This design comes from an exercise in tuning for small area on the open sky130 flow, not from production work. Only simulation tests tie the RTL to the original design; equivalence was not proved.

Setup of run 1:
==> flow/design.v <==
module clk_dll (
    rst,
    clk,
    quick,
    start_stop,
    tick
);
  input rst, clk, start_stop;
  input [3:0] quick;
  output tick;
  reg out_clk;
  reg pressed, enabled;
  reg [21:0] cnt_clk;
  function automatic ge_const(input [21:0] v, input [21:0] k);
    integer i;
    begin
      ge_const = 1'b1;
      for (i = 0; i < 22; i = i + 1)
        ge_const = k[i] ? (v[i] & ge_const) : (v[i] | ge_const);
    end
  endfunction
  wire q0 = (quick == 4'b0001);
  wire q1 = (quick == 4'b0010);
  wire q2 = (quick == 4'b0100);
  wire q3 = (quick == 4'b1000);
  wire q5 = (quick == 4'b0111);
  wire q4 = ~(q0 | q1 | q2 | q3 | q5);
  wire ge = (q0 & ge_const(cnt_clk, 22'd24)) | (q1 & ge_const(cnt_clk, 22'd249)) |
            (q2 & ge_const(cnt_clk, 22'd2499)) | (q3 & ge_const(cnt_clk, 22'd24999)) |
            (q4 & ge_const(cnt_clk, 22'd249999)) | (q5 & (&(cnt_clk | ~22'd2499999)));
  wire clr = enabled & ge;
  wire zero = ~|cnt_clk;
  wire [22:0] c;
  assign c[0] = enabled;
  genvar g;
  generate
    for (g = 0; g < 22; g = g + 1) begin : inc
      assign c[g+1] = c[g] & cnt_clk[g];
    end
  endgenerate
  assign tick = enabled & zero & ~out_clk;
  always @(posedge clk or negedge rst) begin
    if (!rst) begin
      enabled <= 1'b0;
      pressed <= 1'b0;
      out_clk <= 1'b0;
      cnt_clk <= 22'd0;
    end else begin
      enabled <= enabled ^ (pressed & ~start_stop);
      pressed <= start_stop;
      out_clk <= out_clk ^ (enabled & zero);
      cnt_clk <= (cnt_clk ^ c[21:0]) & {22{~clr}};
    end
  end
endmodule
module cnt_100 (
    rst,
    clk,
    en,
    last,
    s
);
  input rst, clk, en;
  output last;
  output reg [3:0] s;
  wire [3:0] t;   
  assign t[0] = s[3];
  assign t[1] = (~s[3] & ~s[2] & ~s[0]) | (s[2] & s[1] & ~s[0]);
  assign t[2] = (~s[3] & s[1]) | (~s[3] & s[2]);
  assign t[3] = ~s[2] | ~s[1];
  assign last = s[3] & ~s[2] & s[0];
  always @(posedge clk or negedge rst) begin
    if (!rst) s <= 4'b0;
    else s <= s ^ (t & {4{en}});
  end
endmodule
module cnt_60 (
    rst,
    clk,
    en,
    last,
    seg
);
  input rst, clk, en;
  output last;
  output [6:0] seg;
  reg [2:0] s;
  wire [2:0] t;   
  assign t[0] = ~s[2];
  assign t[1] = s[0];
  assign t[2] = s[0] | s[2];
  assign last = s[2] & ~s[1];
  assign seg[0] = s[0];
  assign seg[1] = s[2] & ~s[1];
  assign seg[2] = s[2] & s[1];
  assign seg[3] = s[0];
  assign seg[4] = s[0] | (~s[2] & s[1]) | (s[2] & ~s[1]);
  assign seg[5] = (~s[1] & s[0]) | (s[1] & ~s[0]);
  assign seg[6] = ~s[2] & ~s[1];
  always @(posedge clk or negedge rst) begin
    if (!rst) s <= 3'b0;
    else s <= s ^ (t & {3{en}});
  end
endmodule
module seg7 (
    digit,
    seg
);
  input [3:0] digit;
  output [6:0] seg;
  assign seg[0] = digit[1] & ~digit[0];
  assign seg[1] = digit[2] & ~digit[1];
  assign seg[2] = ~digit[3] & digit[1];
  assign seg[3] = digit[3] & ~digit[0];
  assign seg[4] = digit[3];
  assign seg[5] = (digit[1] & digit[0]) | (digit[3] & ~digit[2] & ~digit[0]);
  assign seg[6] = ~digit[2] & ~digit[0];
endmodule
module top_stopwatch (
    rst,
    clk,
    quick,
    start_stop,
    seg_s001,
    seg_s01,
    seg_s1,
    seg_s10,
    seg_m1,
    seg_m10
);
  input rst, clk, start_stop;
  input [3:0] quick;
  output [6:0] seg_s001, seg_s01, seg_s1, seg_s10, seg_m1, seg_m10;
  wire [3:0] d0, d1, d2, d4, d5;
  wire tick, l0, l1, l2, l3, l4, l5;
  clk_dll u0 (rst, clk, quick, start_stop, tick);
  wire e1 = tick & l0;
  wire e2 = e1 & l1;
  wire e3 = e2 & l2;
  wire e4 = e3 & l3;
  wire e5 = e4 & l4;
  cnt_100 u1 (rst, clk, tick, l0, d0);
  cnt_100 u2 (rst, clk, e1, l1, d1);
  cnt_100 u3 (rst, clk, e2, l2, d2);
  cnt_60 u4 (rst, clk, e3, l3, seg_s10);
  cnt_100 u5 (rst, clk, e4, l4, d4);
  cnt_100 u6 (rst, clk, e5, l5, d5);
  seg7 s001 (d0, seg_s001);
  seg7 s01 (d1, seg_s01);
  seg7 s1 (d2, seg_s1);
  seg7 m1 (d4, seg_m1);
  seg7 m10 (d5, seg_m10);
endmodule
export LEC_CHECK = 0
export CAP_MARGIN = 20
export CORE_MARGIN = 2
export CORE_UTILIZATION = 40
export SLEW_MARGIN = 20
create_clock -name core_clock -period 10.0 [get_ports {clk}]
standard.sh (not shown) runs the stock make flow with config.mk's settings and CLKGATE_MAP_FILE= SYNTH_SCRIPT=/design/flow/synth_recipe.tcl, a recipe that flattens the netlist after the stock synthesis.
==> flow/flow/run.sh <==
#!/bin/bash
# Own flow: the standard synthesis; then smaller netlists with the same
# registers (names and cell types as the standard synthesis made them), from
# ABC area mapping of the logic between the registers; the smallest one proven
# equal to the standard netlist goes through the standard layout steps,
# from floorplan to finish. Each tool's output goes to a log file here.
set -euo pipefail
W=$PWD
R=$W/orfs/results/${FLOW_PLATFORM:-sky130hd}/top_stopwatch/base
YOSYS=$FLOW_HOME/../tools/install/yosys/bin/yosys
[ -x "$YOSYS" ] || YOSYS=$(command -v yosys)
LIB=$FLOW_HOME/platforms/sky130hd/lib/sky130_fd_sc_hd__tt_025C_1v80.lib

# 1. standard synthesis (up to the Yosys netlist)
bash standard.sh "$R/1_2_yosys.v" > $W/std_synth.log 2>&1
cp "$R/1_2_yosys.v" $W/std_yosys.v

# 2. candidate netlists, each with the standard synthesis's registers:
#    (a) the standard netlist's combinational logic mapped again by ABC;
#    (b) the design synthesized again without half-adder extraction.
#    Each with a few ABC area scripts.
fill() {
  sed -e "s|@LIB@|$LIB|g" -e "s|@IN@|$W/std_yosys.v|g" -e "s|@DESIGN@|$W/design.v|g" \
      -e "s|@OUT@|$2|g" -e "s|@ABC@|$3|g" -e "s|@CONSTR@|$W/flow/abc.constr|g" \
      -e "s|@FLOW@|$FLOW_HOME|g" -e "s|@TOP@|$FLOW_TOP|g" "$1"
}
: > $W/cand_areas.txt
for abc in $W/flow/area*.abc; do
  k=$(basename $abc .abc)
  for kind in remap alt; do
    ys=$W/flow/remap.ys; [ $kind = alt ] && ys=$W/flow/synth_alt.ys
    out=$W/cand_${kind}_$k.v
    fill $ys $out $abc > $W/cand_${kind}_$k.ys
    "$YOSYS" -s $W/cand_${kind}_$k.ys > $W/cand_${kind}_$k.log 2>&1 || continue
    a=$(sed -n "s/.*Chip area for module.*: *\([0-9.]*\).*/\1/p" $out.stat | head -1)
    [ -n "$a" ] && echo "$a $out" >> $W/cand_areas.txt
  done
done
sort -n $W/cand_areas.txt > $W/cand_sorted.txt

# 3. take the smallest candidate that is proven equal to the standard netlist,
#    register by register (registers cut into ports, SAT on the miter)
python3 $W/flow/cutregs.py $W/std_yosys.v $W/cut_std.v "$FLOW_TOP" > $W/cutregs.log 2>&1
chosen=""
while read -r a cand; do
  python3 $W/flow/cutregs.py $cand $W/cut_cand.v "$FLOW_TOP" >> $W/cutregs.log 2>&1 || continue
  sed -e "s|@LIB@|$LIB|g" -e "s|@GOLD@|$W/cut_std.v|g" -e "s|@GATE@|$W/cut_cand.v|g" \
      -e "s|@TOP@|$FLOW_TOP|g" $W/flow/equiv.ys > $W/equiv_run.ys
  if "$YOSYS" -s $W/equiv_run.ys > $W/equiv_$(basename $cand .v).log 2>&1; then
    chosen=$cand; echo "chosen $a $cand" >> $W/cand_areas.txt; break
  fi
  echo "not equal: $cand" >> $W/cand_areas.txt
done < $W/cand_sorted.txt
if [ -z "$chosen" ]; then chosen=$W/std_yosys.v; echo "chosen the standard netlist" >> $W/cand_areas.txt; fi
cp $chosen $W/remap.v

# 4. the standard layout from the remapped netlist; each port still gets
#    its own buffer, the smallest one (the outputs drive 0.01 pF)
export BUFFER_PORTS_ARGS="-buffer_cell sky130_fd_sc_hd__buf_1"
# clock tree arguments, when flow/cts_args gives them
if [ -s $W/flow/cts_args ]; then export CTS_ARGS="$(cat $W/flow/cts_args)"; fi
cp $W/remap.v "$R/1_2_yosys.v"
rm -f "$R/1_synth.odb" "$R/1_synth.sdc"
bash standard.sh > $W/std_layout.log 2>&1
test -s $W/out/final.def
==> flow/flow/cts_args <==
-sink_clustering_enable -sink_clustering_size 50 -sink_clustering_max_diameter 300 -buf_list sky130_fd_sc_hd__clkbuf_8 -dont_use_dummy_load -repair_clock_nets
Other scripts of this flow, unchanged in this note and not shown: flow/flow/abc.constr, flow/flow/area1.abc, flow/flow/area11.abc, flow/flow/area4.abc, flow/flow/area5.abc, flow/flow/area7.abc, flow/flow/area8.abc, flow/flow/cutregs.py, flow/flow/equiv.ys, flow/flow/remap.ys, flow/flow/synth_alt.ys
The final layout from run 1, which completed every stage, passed the timing, DRC and antenna checks at the end of the flow.
## Diff of input files: run 2 against run 1
==> flow/flow/area12.abc (new file) <==
strash
dc2
dc2
dc2
dc2
dc2
dc2
&get -n
&st
&dch -f
&nf -R 1000 -a
&put
topo
==> flow/flow/cts_args <==
-sink_clustering_enable -sink_clustering_size 30 -buf_list sky130_fd_sc_hd__clkbuf_8 -dont_use_dummy_load -repair_clock_nets
Findings:
- Run 2 gives more number of vias per cell after detailed routing than run 1 did.
- Compared with run 1, run 2 improves internal power.
- The lower cell area came out of run 2.
Here is what was changed in the inputs of run 3 compared with run 2.
==> flow/flow/cts_args <==
-sink_clustering_enable -buf_list sky130_fd_sc_hd__clkbuf_4 -root_buf sky130_fd_sc_hd__clkbuf_8 -dont_use_dummy_load -repair_clock_nets
Results
Run 3 ended with every stage complete and zero timing, DRC or antenna violations.
Compared with run 2, in run 3 area after synthesis held, tap cell instance count now sits at about the same level, amount of wire on met3 after detailed routing did not really move, maximum frequency held steady.

what the ideal ports hide:
Ports are ideal in the flow. The routed layouts listed here were re-timed in OpenROAD.
Step 1 sets driving cells, clkbuf_16 on the clock port and buf_2 on the other inputs (assumed; they add their load-dependent delay and slew).
Step 2, shift: input delay + t, output delay - t, t = (earliest + latest rising clock arrival at the registers) / 2. This alone moves slack from input paths to output paths.
Slacks: ideal / step 1 / step 2; pairs: ideal / step 1.
run	t (ns)	slack for setup (ns)	hold WS [ns]	worst setup path at the end	latest minus earliest clock arrival (ns)
run 1	0.315	5.660 / 5.660 / 5.660	0.501 / 0.501 / 0.501	register to register	0.016 / 0.016
run 2	0.314	5.568 / 5.568 / 5.568	0.496 / 0.496 / 0.496	register to register	0.014 / 0.014
run 3	0.314	5.568 / 5.568 / 5.568	0.496 / 0.496 / 0.496	register to register	0.014 / 0.014
After both steps every run listed still meets setup and hold.
